Background: an optimization exercise with open tools, aiming at small area. Do not read the settings as production practice.
The RTL was checked by simulation tests, not by an equivalence proof against the original design.
No activity file was given, so power comes from the tool's default toggle rates.

==> design/flow/config.mk <==
export PLATFORM = sky130hd
export DESIGN_NAME = uart_stopwatch
export DESIGN_NICKNAME = uart_stopwatch
export VERILOG_FILES = /design/flow/design.v
export SDC_FILE = /design/flow/constraint.sdc
export NUM_CORES = 4
export LEC_CHECK = 0
export CAP_MARGIN = 20
export CORE_MARGIN = 2
export CORE_UTILIZATION = 40
export SLEW_MARGIN = 20
==> design/flow/constraint.sdc <==
create_clock -name core_clock -period 20.0 [get_ports {clk}]
set_input_delay 4.0000 -clock core_clock [delete_from_list [all_inputs] [get_ports {clk}]]
set_output_delay 4.0000 -clock core_clock [all_outputs]
set_load 0.01 [all_outputs]
==> design/flow/design.v <==
`timescale 1ns / 1ps
module fifo (
    input  logic       clk,
    input  logic       rst,
    input  logic       wr,
    input  logic       rd,
    input  logic [7:0] wdata,
    output logic [7:0] rdata,
    output logic       full,
    output logic       empty
);
    logic [2:0] waddr,raddr;
    logic wr_en;
    assign wr_en = wr & ~full;
    register_file U_REG_FILE (.*,.wr(wr_en));
    fifo_control_unit U_FIFO_CU (.*);
endmodule
module register_file #(
    parameter AWIDTH = 3
) (
    input  logic                clk,
    input  logic                wr,
    input  logic [         7:0] wdata,
    input  logic [AWIDTH - 1:0] waddr,
    input  logic [AWIDTH - 1:0] raddr,
    output logic [         7:0] rdata
);
    logic [7:0] ram[0 : 2**AWIDTH -1];
    assign rdata = ram[raddr];
    always_ff @(posedge clk) begin
        if (wr) begin
            ram[waddr] = wdata;
        end
    end
endmodule
module fifo_control_unit #(
    parameter AWIDTH = 3
) (
    input  logic                clk,
    input  logic                rst,
    input  logic                wr,
    input  logic                rd,
    output logic [AWIDTH - 1:0] waddr,
    output logic [AWIDTH - 1:0] raddr,
    output logic                full,
    output logic                empty
);
    logic [AWIDTH-1 : 0] waddr_reg, waddr_next;
    logic [AWIDTH-1 : 0] raddr_reg, raddr_next;
    logic full_reg, full_next;
    logic empty_reg, empty_next;
    assign waddr = waddr_reg;
    assign raddr = raddr_reg;
    assign full  = full_reg;
    assign empty = empty_reg;
    always_ff @(posedge clk, posedge rst) begin
        if (rst) begin
            waddr_reg <= 0;
            raddr_reg <= 0;
            full_reg  <= 0;
            empty_reg <= 1'b1;
        end else begin
            waddr_reg <= waddr_next;
            raddr_reg <= raddr_next;
            full_reg  <= full_next;
            empty_reg <= empty_next;
        end
    end
    always_comb begin
        waddr_next = waddr_reg;
        raddr_next = raddr_reg;
        full_next  = full_reg;
        empty_next = empty_reg;
        case ({
            wr, rd
        })
            2'b01: begin   
                if (!empty_reg) begin
                    raddr_next = raddr_reg + 1;
                    full_next  = 1'b0;
                    if (waddr_reg == raddr_next) begin
                        empty_next = 1'b1;
                    end
                end
            end
            2'b10: begin   
                if (!full_reg) begin
                    waddr_next = waddr_reg + 1;
                    empty_next = 1'b0;
                    if (waddr_next == raddr_reg) begin
                        full_next = 1'b1;
                    end
                end
            end
            2'b11: begin   
                if (full_reg) begin
                    raddr_next = raddr_reg + 1;
                    full_next  = 1'b0;
                end else if (empty_reg) begin
                    waddr_next = waddr_reg + 1;
                    empty_next = 1'b0;
                end else begin
                    raddr_next = raddr_reg + 1;
                    waddr_next = waddr_reg + 1;
                end
            end
        endcase
    end
endmodule
`timescale 1ns / 1ps
module button_debounce (
    input  clk,
    input  rst,
    input  i_btn,
    output o_btn
);
    parameter [2:0] IDLE = 3'b000, detect_1 = 3'b001, detect_2 = 3'b010, detect_3 = 3'b011, WAIT = 3'b100;
    reg [2:0] c_state, n_state;
    reg o_btn_reg, o_btn_next;
    assign o_btn = o_btn_reg;
    always @(posedge clk, posedge rst) begin
        if (rst) begin
            o_btn_reg <= 0;
            c_state   <= IDLE;
        end else begin
            o_btn_reg <= o_btn_next;
            c_state   <= n_state;
        end
    end
    always @(*) begin
        o_btn_next = o_btn_reg;
        n_state = c_state;
        case (c_state)
            IDLE: begin
                if (i_btn == 1) begin
                    n_state = detect_1;
                end
            end
            detect_1: begin
                if (i_btn == 1) begin
                    n_state = detect_2;
                end else begin
                    n_state = IDLE;
                end
            end
            detect_2: begin
                if (i_btn == 1) begin
                    n_state = detect_3;
                end else begin
                    n_state = IDLE;
                end
            end
            detect_3: begin
                if (i_btn == 1) begin
                    n_state = WAIT;
                    o_btn_next = 1;
                end else begin
                    n_state = IDLE;
                end
            end
            WAIT: begin
                o_btn_next = 0;
                if (i_btn == 1) begin
                    n_state = WAIT;
                end else begin
                    n_state = IDLE;
                end
            end
        endcase
    end
endmodule
`timescale 1ns / 1ps
module uart_command (
    input        clk,
    input        rst,
    input  [7:0] rx_data,
    input        rx_done,
    output       uart_enable,
    output       uart_clear,
    output       uart_mode
);
    reg uart_enable_reg;   
    reg uart_mode_reg;   
    reg uart_clear_reg;   
    assign uart_enable = uart_enable_reg;
    assign uart_clear = uart_clear_reg;
    assign uart_mode = uart_mode_reg;
    always @(posedge clk, posedge rst) begin
        if (rst) begin
            uart_enable_reg <= 0;
            uart_mode_reg   <= 0;
            uart_clear_reg  <= 0;
        end else begin
            if (rx_done) begin
                if (rx_data == 8'h72) begin
                    uart_enable_reg <= 1;
                end else begin
                    uart_enable_reg <= 0;
                end
                if (rx_data == 8'h6D) begin
                    uart_mode_reg <= 1;
                end else begin
                    uart_mode_reg <= 0;
                end
                if (rx_data == 8'h63) begin
                    uart_clear_reg <= 1;
                end else begin
                    uart_clear_reg <= 0;
                end
            end else begin
                uart_clear_reg <=0;
                uart_enable_reg <= 0;
                uart_mode_reg <= 0;
            end
        end
    end
endmodule
`timescale 1ns / 1ps
module uart_top (
    input        clk,
    input        rst,
    input        rx,
    output       tx,
    output uart_clear,
    output uart_enable,
    output uart_mode
);
    wire w_baud_tick;
    wire [7:0] w_rx_data;
    wire w_rx_done;
    wire w_rx_full;
    wire w_rx_empty;
    wire [7:0] w_rx_rdata,w_tx_rdata;
    wire w_tx_full;
    wire w_tx_empty;
    wire w_tx_busy;
    baud_tick_gen U_BAUD_TICK_GEN (
        .clk(clk),
        .rst(rst),
        .o_baud_tick(w_baud_tick)
    );
    UART_TX U_UART_TX (
        .clk(clk),
        .rst(rst),
        .tx_start(~w_tx_empty),
        .tx_data(w_tx_rdata),
        .b_tick(w_baud_tick),
        .tx_busy(w_tx_busy),
        .tx(tx)
    );
    UART_RX U_UART_RX (
        .clk(clk),
        .rst(rst),
        .rx(rx),
        .b_tick(w_baud_tick),
        .rx_done(w_rx_done),
        .rx_data(w_rx_data)
    );
    fifo U_RX_FIFO (
    .clk(clk),
    .rst(rst),
    .wr(w_rx_done),
    .rd(~w_tx_full),
    .wdata(w_rx_data),
    .rdata(w_rx_rdata),
    .full(w_rx_full),
    .empty(w_rx_empty)
);
fifo U_TX_FIFO (
    .clk(clk),
    .rst(rst),
    .wr(~w_rx_empty),
    .rd(~w_tx_busy),
    .wdata(w_rx_rdata),
    .rdata(w_tx_rdata),
    .full(w_tx_full),
    .empty(w_tx_empty)
);
    uart_command U_COMMAND_CU(
    .clk(clk),
    .rst(rst),
    .rx_data(w_rx_data),
    .rx_done(~w_rx_empty),
    .uart_enable(uart_enable),
    .uart_clear(uart_clear),
    .uart_mode(uart_mode)
);
endmodule
module UART_TX (
    input clk,
    input rst,
    input tx_start,
    input [7:0] tx_data,
    input b_tick,
    output tx_busy,
    output tx
);
    parameter [1:0] IDLE = 2'b0, START = 2'b01, DATA = 2'b10, STOP = 2'b11;
    reg [1:0] state_reg, state_next;
    reg tx_busy_reg, tx_busy_next;
    reg [2:0] bit_cnt_reg, bit_cnt_next;
    reg [3:0] b_tick_cnt_reg, b_tick_cnt_next;
    reg [7:0] data_buf_reg, data_buf_next;
    reg tx_reg, tx_next;
    assign tx = tx_reg;
    assign tx_busy = tx_busy_reg;
    always @(posedge clk, posedge rst) begin
        if (rst) begin
            state_reg <= IDLE;
            tx_busy_reg <= 1'b0;
            data_buf_reg <= 8'h00;
            tx_reg <= 1'b1;
            b_tick_cnt_reg <= 4'b0000;
            bit_cnt_reg <= 3'b000;
        end else begin
            state_reg <= state_next;
            tx_busy_reg <= tx_busy_next;
            data_buf_reg <= data_buf_next;
            tx_reg <= tx_next;
            b_tick_cnt_reg <= b_tick_cnt_next;
            bit_cnt_reg <= bit_cnt_next;
        end
    end
    always @(*) begin
        state_next = state_reg;
        tx_busy_next = tx_busy_reg;
        tx_next = tx_reg;
        data_buf_next = data_buf_reg;
        b_tick_cnt_next = b_tick_cnt_reg;
        bit_cnt_next = bit_cnt_reg;
        case (state_reg)
            IDLE: begin
                tx_next = 1;
                tx_busy_next = 0;
                if (tx_start == 1) begin
                    data_buf_next = tx_data;
                    state_next = START;
                end
            end
            START: begin
                tx_next = 0;
                tx_busy_next = 1;
                if (b_tick) begin
                    if (b_tick_cnt_reg == 15) begin
                        b_tick_cnt_next = 0;
                        bit_cnt_next = 0;
                        state_next = DATA;
                    end else begin
                        b_tick_cnt_next = b_tick_cnt_reg + 1;
                    end
                end
            end
            DATA: begin
                tx_next = data_buf_reg[0];
                if (b_tick) begin
                    if (b_tick_cnt_next == 15) begin
                        if (bit_cnt_reg == 7) begin
                            state_next = STOP;
                            b_tick_cnt_next = 0;
                            bit_cnt_next = 0;
                        end else begin
                            b_tick_cnt_next = 0;
                            bit_cnt_next = bit_cnt_reg + 1;
                            data_buf_next = data_buf_reg >> 1;
                        end
                    end else begin
                        b_tick_cnt_next = b_tick_cnt_reg + 1;
                    end
                end
            end
            STOP: begin
                tx_next = 1'b1;
                if (b_tick) begin
                    if (b_tick_cnt_reg == 15) begin
                        state_next = IDLE;
                        b_tick_cnt_next = 0;
                    end else begin
                        b_tick_cnt_next = b_tick_cnt_reg + 1;
                    end
                end
            end
        endcase
    end
endmodule
module baud_tick_gen (
    input  clk,
    input  rst,
    output o_baud_tick
);
    parameter baud = 6;   
    reg [$clog2(baud) -1 : 0] clk_cnt;
    reg baud_tick;
    assign o_baud_tick = baud_tick;
    always @(posedge clk, posedge rst) begin
        if (rst) begin
            clk_cnt   <= 0;
            baud_tick <= 0;
        end else begin
            if (clk_cnt == baud - 1) begin
                baud_tick <= 1;
                clk_cnt   <= 0;
            end else begin
                baud_tick <= 0;
                clk_cnt   <= clk_cnt + 1;
            end
        end
    end
endmodule
module UART_RX (
    input        clk,
    input        rst,
    input        rx,
    input        b_tick,
    output       rx_done,
    output [7:0] rx_data
);
    parameter [1:0] IDLE = 2'b00, START = 2'b01, DATA = 2'b10, STOP = 2'b11;
    reg [1:0] state_reg, state_next;
    reg [4:0] b_tick_cnt_reg, b_tick_cnt_next;
    reg [3:0] bit_cnt_reg, bit_cnt_next;
    reg rx_done_reg, rx_done_next;
    reg [7:0] rx_data_reg, rx_data_next;
    assign rx_data = rx_data_reg;
    assign rx_done = rx_done_reg;
    always @(posedge clk, posedge rst) begin
        if (rst) begin
            state_reg      <= IDLE;
            b_tick_cnt_reg <= 0;
            bit_cnt_reg    <= 0;
            rx_done_reg    <= 0;
            rx_data_reg    <= 0;
        end else begin
            state_reg      <= state_next;
            b_tick_cnt_reg <= b_tick_cnt_next;
            bit_cnt_reg    <= bit_cnt_next;
            rx_done_reg    <= rx_done_next;
            rx_data_reg    <= rx_data_next;
        end
    end
    always @(*) begin
        state_next      = state_reg;
        b_tick_cnt_next = b_tick_cnt_reg;
        bit_cnt_next    = bit_cnt_reg;
        rx_done_next    = rx_done_reg;
        rx_data_next    = rx_data_reg;
        case (state_reg)
            IDLE: begin
                rx_done_next = 0;
                if (!rx) begin
                    b_tick_cnt_next = 0;
                    bit_cnt_next = 0;
                    state_next = START;
                    rx_data_next = 0;
                end
            end
            START: begin
                if (b_tick) begin
                    if (b_tick_cnt_reg == 23) begin
                        state_next = DATA;
                        rx_data_next[7] = rx;
                        b_tick_cnt_next = 0;
                    end else begin
                        b_tick_cnt_next = b_tick_cnt_reg + 1;
                    end
                end
            end
            DATA: begin
                if (b_tick) begin
                    if (bit_cnt_reg == 7) begin
                        bit_cnt_next = 0;
                        state_next   = STOP;
                    end else begin
                        if (b_tick_cnt_reg == 15) begin
                            b_tick_cnt_next = 0;
                            rx_data_next = rx_data_reg >> 1;
                            rx_data_next[7] = rx;
                            bit_cnt_next = bit_cnt_reg + 1;
                        end else begin
                            b_tick_cnt_next = b_tick_cnt_reg + 1;
                        end
                    end
                end
            end
            STOP: begin
                if (b_tick) begin
                    if (b_tick_cnt_reg == 7) begin
                        state_next = IDLE;
                        b_tick_cnt_next = 0;
                        rx_done_next = 1;
                    end else begin
                        b_tick_cnt_next = b_tick_cnt_reg + 1;
                    end
                end
            end
        endcase
    end
endmodule
`timescale 1ns / 1ps
module segment (
    input        clk,
    input        rst,
    input        mode,
    input        enable,
    input        clear,
    input        uart_enable,
    input        uart_mode,
    input        uart_clear,
    output [3:0] fnd_com,
    output [7:0] fnd_data
);
    wire [13:0] w_counter;
    wire        w_tick;
    wire [ 1:0] w_sel;
    wire [3:0] w_digit_1, w_digit_10, w_digit_100, w_digit_1000;
    wire [3:0] w_bcd;
    wire       w_1khz_clk;
    wire w_enable, w_mode, w_clear;
    wire w_bd_enable, w_bd_mode, w_bd_clear;
    wire w_mix_enable, w_mix_mode, w_mix_clear;
    assign w_mix_enable = w_bd_enable | uart_enable;
    assign w_mix_mode   = w_bd_mode | uart_mode;
    assign w_mix_clear  = w_bd_clear | uart_clear;
    button_debounce U_BUTTON_DEBOUNCE_ENABLE (
        .clk  (clk),
        .rst  (rst),
        .i_btn(enable),
        .o_btn(w_bd_enable)
    );
    button_debounce U_BUTTON_DEBOUNCE_MODE (
        .clk  (clk),
        .rst  (rst),
        .i_btn(mode),
        .o_btn(w_bd_mode)
    );
    button_debounce U_BUTTON_DEBOUNCE_CLEAR (
        .clk  (clk),
        .rst  (rst),
        .i_btn(clear),
        .o_btn(w_bd_clear)
    );
    counter_cu U_COUNTER_CU (
        .clk(clk),
        .rst(rst),
        .i_enable(w_mix_enable),
        .i_mode(w_mix_mode),
        .i_clear(w_mix_clear),
        .o_enable(w_enable),
        .o_mode(w_mode),
        .o_clear(w_clear)
    );
    decoder_2x4 U_DECODER_2x4 (
        .sel(w_sel),
        .fnd_com(fnd_com)
    );
    counter U_COUNTER (
        .clk(clk),
        .rst(rst),
        .mode(w_mode),
        .clear(w_clear),
        .i_tick(w_tick),
        .counter(w_counter)
    );
    fnd_controller U_FND_CNTL (
        .bcd(w_bcd),
        .fnd_com(),
        .fnd_data(fnd_data)
    );
    tick_10hz_gen U_TICK_10HZ_GEN (
        .clk(clk),
        .rst(rst),
        .clear(w_clear),
        .enable(w_enable),
        .o_tick_10hz(w_tick)
    );
    clk_divider_10khz U_CLK_DIV (
        .clk(clk),
        .rst(rst),
        .o_clk_1khz(w_1khz_clk)
    );
    digit_splitter U_DIGIT_SPLITTER (
        .i_counter(w_counter),
        .o_digit_1(w_digit_1),
        .o_digit_10(w_digit_10),
        .o_digit_100(w_digit_100),
        .o_digit_1000(w_digit_1000)
    );
    mux_4x1 U_4x1_MUX (
        .i_digit_1(w_digit_1),
        .i_digit_10(w_digit_10),
        .i_digit_100(w_digit_100),
        .i_digit_1000(w_digit_1000),
        .sel(w_sel),
        .o_digit(w_bcd)
    );
    counter_4 U_COUNTER4 (
        .clk(clk),
        .i_tick(w_1khz_clk),
        .rst(rst),
        .sel(w_sel)
    );
endmodule
module counter_cu (
    input  clk,
    input  rst,
    input  i_enable,
    input  i_mode,
    input  i_clear,
    output o_enable,
    output o_mode,
    output o_clear
);
    parameter [1:0] IDLE = 1'b0, CMD = 1'b1;
    reg n_state, c_state;
    reg n_mode, c_mode;
    reg n_clear, c_clear;
    reg n_enable, c_enable;
    assign o_enable = c_enable;
    assign o_clear  = c_clear;
    assign o_mode   = c_mode;
    always @(posedge clk, posedge rst) begin
        if (rst) begin
            c_state  <= IDLE;
            c_mode   <= 0;
            c_clear  <= 0;
            c_enable <= 0;
        end else begin
            c_state  <= n_state;
            c_mode   <= n_mode;
            c_clear  <= n_clear;
            c_enable <= n_enable;
        end
    end
    always @(*) begin
        n_state  = c_state;
        n_mode   = c_mode;
        n_clear  = c_clear;
        n_enable = c_enable;
        case (c_state)
            IDLE: begin
                if (i_enable == 1) begin
                    if (c_enable == 1) begin
                        n_enable = 0;
                    end else begin
                        n_enable = 1;
                    end
                end
                if (i_clear == 1) begin
                    n_clear = 1;
                    n_state = CMD;
                end
                if (i_mode == 1) begin
                    if (c_mode == 1) begin
                        n_mode = 0;
                    end else begin
                        n_mode = 1;
                    end
                end
            end
            CMD: begin
                n_state = IDLE;
                n_clear = 0;
            end
        endcase
    end
endmodule
module counter (
    input         clk,
    input         rst,
    input         i_tick,
    input         mode,
    input         clear,
    output [13:0] counter
);
    reg [13:0] r_counter;
    assign counter = r_counter;
    always @(posedge clk, posedge rst) begin
        if (rst) begin
            r_counter <= 0;
        end else begin
            if (mode == 0) begin
                if (i_tick) begin
                    r_counter <= r_counter + 1;
                    if (r_counter == 9999) begin
                        r_counter <= 0;
                    end
                end
            end else if (mode == 1) begin
                if (i_tick) begin
                    r_counter <= r_counter - 1;
                    if (r_counter == 0) begin
                        r_counter <= 9999;
                    end
                end
            end
            if (clear) begin
                r_counter <= 0;
            end
        end
    end
endmodule
module fnd_controller (
    input      [3:0] bcd,
    output     [3:0] fnd_com,
    output reg [7:0] fnd_data
);
    always @(bcd) begin
        case (bcd)
            4'b0000: fnd_data = 8'hc0;
            4'b0001: fnd_data = 8'hF9;
            4'b0010: fnd_data = 8'hA4;
            4'b0011: fnd_data = 8'hB0;
            4'b0100: fnd_data = 8'h99;
            4'b0101: fnd_data = 8'h92;
            4'b0110: fnd_data = 8'h82;
            4'b0111: fnd_data = 8'hF8;
            4'b1000: fnd_data = 8'h80;
            4'b1001: fnd_data = 8'h90;
            default: fnd_data = 8'hff;
        endcase
    end
endmodule
module tick_10hz_gen (
    input  clk,
    input  rst,
    input  clear,
    input  enable,
    output o_tick_10hz
);
    parameter TICK_MAX = 30;   
    reg [$clog2(TICK_MAX) - 1:0] clk_cnt;
    reg tick_10hz;
    assign o_tick_10hz = tick_10hz;
    always @(posedge clk, posedge rst) begin
        if (rst) begin
            tick_10hz <= 0;
            clk_cnt   <= 0;
        end else begin
            if (enable == 0) begin
                if (clk_cnt == TICK_MAX) begin
                    tick_10hz <= 1;
                    clk_cnt   <= 0;
                end else begin
                    tick_10hz <= 0;
                    clk_cnt   <= clk_cnt + 1;
                end
                if (clear) begin
                    tick_10hz <= 0;
                    clk_cnt   <= 0;
                end
            end else if (enable == 1) begin
                clk_cnt <= clk_cnt;
            end
        end
    end
endmodule
module digit_splitter (
    input  [13:0] i_counter,
    output [ 3:0] o_digit_1,
    output [ 3:0] o_digit_10,
    output [ 3:0] o_digit_100,
    output [ 3:0] o_digit_1000
);
    reg [3:0] digit_1;
    reg [3:0] digit_10;
    reg [3:0] digit_100;
    reg [3:0] digit_1000;
    assign o_digit_1 = digit_1;
    assign o_digit_10 = digit_10;
    assign o_digit_100 = digit_100;
    assign o_digit_1000 = digit_1000;
    always @(*) begin
        digit_1 = i_counter % 10;
        digit_10 = (i_counter % 100) / 10;
        digit_100 = (i_counter % 1000) / 100;
        digit_1000 = i_counter / 1000;
    end
endmodule
module mux_4x1 (
    input  [3:0] i_digit_1,
    input  [3:0] i_digit_10,
    input  [3:0] i_digit_100,
    input  [3:0] i_digit_1000,
    input  [1:0] sel,
    output [3:0] o_digit
);
    reg [3:0] o_digit_reg;
    assign o_digit = o_digit_reg;
    always @(*) begin
        case (sel)
            2'b00: begin
                o_digit_reg = i_digit_1;
            end
            2'b01: begin
                o_digit_reg = i_digit_10;
            end
            2'b10: begin
                o_digit_reg = i_digit_100;
            end
            2'b11: begin
                o_digit_reg = i_digit_1000;
            end
            default: o_digit_reg = i_digit_1;
        endcase
    end
endmodule
module clk_divider_10khz (
    input  clk,
    input  rst,
    output o_clk_1khz
);
    parameter DIV = 10;   
    reg [$clog2(DIV) - 1:0] clk_cnt;
    reg clk_1khz;
    assign o_clk_1khz = clk_1khz;
    always @(posedge clk, posedge rst) begin
        if (rst) begin
            clk_1khz <= 0;
            clk_cnt  <= 0;
        end else begin
            if (clk_cnt == DIV - 1) begin
                clk_1khz <= 1;
                clk_cnt  <= 0;
            end else begin
                clk_cnt  <= clk_cnt + 1;
                clk_1khz <= 0;
            end
        end
    end
endmodule
module counter_4 (
    input        clk,
    input        i_tick,
    input        rst,
    output [1:0] sel
);
    reg [1:0] sel_reg;
    assign sel = sel_reg;
    always @(posedge clk, posedge rst) begin
        if (rst) begin
            sel_reg <= 0;
        end else begin
            if (i_tick) begin
                sel_reg <= sel_reg + 1;
            end
        end
    end
endmodule
module decoder_2x4 (
    input      [1:0] sel,
    output reg [3:0] fnd_com
);
    always @(*) begin
        case (sel)
            2'b00:   fnd_com = 4'b1110;
            2'b01:   fnd_com = 4'b1101;
            2'b10:   fnd_com = 4'b1011;
            2'b11:   fnd_com = 4'b0111;
            default: fnd_com = 4'b1111;
        endcase
    end
endmodule
`timescale 1ns / 1ps
module uart_stopwatch (
    input        clk,
    input        rst,
    input        btn_R,
    input        btn_L,
    input        btn_U,
    input        rx,
    output       tx,
    output [3:0] fnd_com,
    output [7:0] fnd_data
);
    wire w_uart_clear, w_uart_enable, w_uart_mode;
    segment U_SEGMENT (
        .clk(clk),
        .rst(rst),
        .mode(btn_U),
        .enable(btn_R),
        .clear(btn_L),
        .uart_clear(w_uart_clear),
        .uart_enable(w_uart_enable),
        .uart_mode(w_uart_mode),
        .fnd_com(fnd_com),
        .fnd_data(fnd_data)
    );
    uart_top U_UART_TOP (
        .clk        (clk),
        .rst        (rst),
        .tx         (tx),
        .rx         (rx),
        .uart_clear (w_uart_clear),
        .uart_enable(w_uart_enable),
        .uart_mode  (w_uart_mode)
    );
endmodule
==> design/flow/run.sh <==
#!/bin/bash
# synth_recipe.tcl (not shown) runs the flow's synth.tcl, then flattens the netlist and writes it again
# the make line also repeats each setting of config.mk as NAME=value (left out here)
make -C /OpenROAD-flow-scripts/flow DESIGN_CONFIG=/design/flow/config.mk WORK_HOME=/design/flow/orfs CLKGATE_MAP_FILE= SYNTH_SCRIPT=/design/flow/synth_recipe.tcl finish
==> flow_summary.yaml <==
yosys:
  syn_inst: 1925
  synth_seq_area_share_pct: 36.3
  synthArstFlopShare_pct: 45.1
  yosys.cell_types.count: 125
  syn-num-nets: 1974
  synth_edf_count: 128
  yosysWarnings: 16
  avgSynthCellArea_sq_um: 9.26
  syn-cell-area_sq_um: 17800
  ys_ff_latch: 233
  synth-main-ff-cell: "edfxtp_1"
cells_and_area:
  antenna_cells: 0
  final_cells: 2503
  final_nets: 1942
  stdcell_area_sq_um: 19300
  final_layout_size_suffix_gt1_share_pct: 11.1
  final_cell_mix: "187 x nor2_1, 171 x nand2_1, 138 x o21ai_0"
  final_common_cell: "nor2_1"
  fin_util_pct: 43.8
  layout-area-overhead-vs-synth_pct: 8.42
power:
  irDropWorstVdd_mv: 0.0713
  pwr-share-comb_pct: 5.2
  p_int_uw: 814
  power_density_nw_per_um2: 55.4
  finalPower_mw: 1.07
  p_leak_nw: 6.67
  clkPwrFrac_pct: 43.3
  switchingPower_uw: 257
  pwr-share-seq_pct: 51.5
  p_sw_share_pct: 24.0
sta:
  slew_headroom_pct: 32.1
  hold_viol_final: 0
  post-route-period-util_pct: 81.5
  slew_violations: 0
  tns_ps: 0
  tightest_slew_ps: 1000
  fin_hold_ws_ps: 462
  finalWorstSetupSlack_ps: 3700
  finalSetupViolCount: 0
  rsz0062_at_grt: "no"
  max_freq_ghz: 0.0613
  layout_min_cycle_time_ps: 16300
  finalClockSkew_ps: 20.6
global_route:
  grt_pass1_wl_mm: 73.4
  antenna_found_initial: 0
  grt_max_degree: 57
  grt_overflow: 0
  first_global_vias: 14173
  grt_usage_pct: 18.8
worst_setup_path:
  cp_common_cell: "nor2_1"
  worstPathRequired_ps: 16000
  critPathArrivalTime_ps: 12300
  cp_slowest_cell: "dfrtp_1"
  end_kind: "primary output"
  crit_type: "register to primary output"
  start_kind: "register"
  crit_family: "compound AO/OA/AOI/OAI gates"
  cp_num_buf_inv: 2
  critical_path.max_stage_delay_ps: 820
  worst-path-max-fanout: 22
floorplan:
  die-area_sq_um: 46200
  io_pins: 19
  start_util_pct: 40.4
  num_rows: 77
  core_area_sq_um: 44100
  die_y_um: 215
  die_w_um: 215
clock_network:
  clockBufferDepth: 3
  cts_max_level: 1
  cts_tree: "built"
  clock_sinks: 233
  postCtsResizedCells: 0
  cts.clk_slew.worst_paths_ps: 60
  cts-hold-fix-buffers: 0
  cts_buffers: 24
  cts_setup_buffers: 0
  clk_latency_ps: 550
  root_buffer: "clkbuf_16"
placed_design:
  place_ws_ps: 4210
  port_buffers: 17
  dp_hpwl_mm: 31.3
  post_dp_cell_area_sq_um: 18500
  placed_cells: 2459
  place.gp.congestion: 0.906
drt:
  wl_mm: 44.2
  vias_per_cell: 6.03
  drc_errors: 0
  final_antenna_net_count: 0
  first_pass_iters: 8
  wl_per_cell_um: 17.7
  vias: 15092
  drt-initial-drc-count: 1354
worst_hold_path:
  hp-class: "register to register"
outcome:
  status: "complete, no violations"
flow_run:
  max_cap_violations: 0
==> per-layer routing <==
layer | vias up | wire [um] | GRT usage (%)
met5 | - | 0 | 0
met4 | 0 | 922 | 5.15
met3 | 63 | 2190 | 2.04
met2 | 426 | 20700 | 31.7
met1 | 7287 | 20400 | 25.8
li1 | 7316 | - | -
==> logic make-up after synthesis <==
group	share of synthesized area, %
muxes	7.90
xor gates and xnor gates	4.47
other	0.0210
AOI/OAI and AO/OA	25.1
adders and majority gates	3.58
DFF	36.3
buffers and inverters	3.78
and+or+nand+nor	18.8
==> power groups by stage <==
stage / Combinational (mW) / Clock [mW] / Sequential, mW
finish: 0.0552 / 0.464 / 0.552
global route: 0.0639 / 0.495 / 0.557
CTS: 0.0556 / 0.476 / 0.552
detailed placement: 0.0555 / 0 / 0.561
global placement: 0.0528 / 0 / 0.560
floorplan: 0.0557 / 0 / 0.542
==> worst register-to-register path, delay by kind of cell (launching register included) <==
kind	cells	cell delay (ps)
buffers and inverters	1	250
AND/OR/NAND/NOR	4	2010
AO/OA/AOI/OAI	2	450
flip-flops	1	360
==> cell usage after synthesis (19+ instances only) <==
library cell / n / area (sq um)
clkbuf_1: 57 / 214
mux4_2: 32 / 721
ha_1: 43 / 538
nand2b_1: 26 / 163
and2_1: 19 / 119
nand3_1: 64 / 320
xor2_1: 25 / 219
mux2i_1: 39 / 390
mux2_2: 25 / 282
o21ai_0: 138 / 691
nor2b_1: 23 / 144
a31oi_1: 29 / 181
o211ai_1: 25 / 188
nand2_1: 171 / 642
dfrtp_1: 102 / 2550
a211oi_1: 24 / 180
edfxtp_1: 128 / 3840
inv_1: 55 / 206
nor3_1: 53 / 265
a21oi_1: 106 / 531
nor2_1: 187 / 702
xnor2_1: 59 / 517
nor4_1: 22 / 138
buf_2: 19 / 95.1
o31ai_1: 20 / 150
==> path summary, 6_finish.rpt <==
kind	start	to	slack [ps]	cells past startpoint
worst min register to register	U_UART_TOP.U_BAUD_TICK_GEN.clk_cnt[2]	U_UART_TOP.U_BAUD_TICK_GEN.clk_cnt[1]	460	1
worst min-delay path	U_UART_TOP.U_BAUD_TICK_GEN.clk_cnt[2]	U_UART_TOP.U_BAUD_TICK_GEN.clk_cnt[1]	460	1
worst max register to register	U_SEGMENT.U_COUNTER.r_counter[6]	U_SEGMENT.U_COUNTER.r_counter[10]	16820	7
min in group asynchronous	rst	U_UART_TOP.U_UART_RX.rx_data_reg[3]	3890	2
max in group asynchronous	rst	U_UART_TOP.U_UART_TX.data_buf_reg[5]	14920	3
worst max-delay path	U_SEGMENT.U_COUNTER.r_counter[12]	fnd_data[3]	3700	34
==> area by class of cell <==
type | instances | area, sq um
Clock inverter | 16 | 195
Sequential cell | 233 | 6470
Multi-Input combinational cell | 1533 | 10700
Inverter | 59 | 226
Timing Repair Buffer | 42 | 358
Tap cell | 592 | 741
Fill cell | 4297 | 24800
Clock buffer | 28 | 636

## static timing again, ports no longer ideal
In the flow no input, the clock included, has a driving cell. The finished layout below was timed again as built, in two steps.
Step 1 (the two cells are an assumption about what drives the block):
set clk [get_ports {clk}]
set_driving_cell -lib_cell sky130_fd_sc_hd__clkbuf_16 $clk
set_driving_cell -lib_cell sky130_fd_sc_hd__buf_2 [delete_from_list [all_inputs] $clk]
Step 2, shift: input delay + t, output delay - t, t = (earliest + latest rising clock arrival at the registers) / 2. This alone moves slack from input paths to output paths.
Three values: no drivers, after step 1, after step 2; two values: the first two.
t (ns): 0.593
setup slack, ns: 3.698 / 3.646 / 4.238
worst register clock-pin slew, ns: 0.07 / 0.07
After both steps this run still meets setup and hold. For this run, drivers alone change the setup slack by -0.052 ns; drivers and shift together by +0.540 ns.
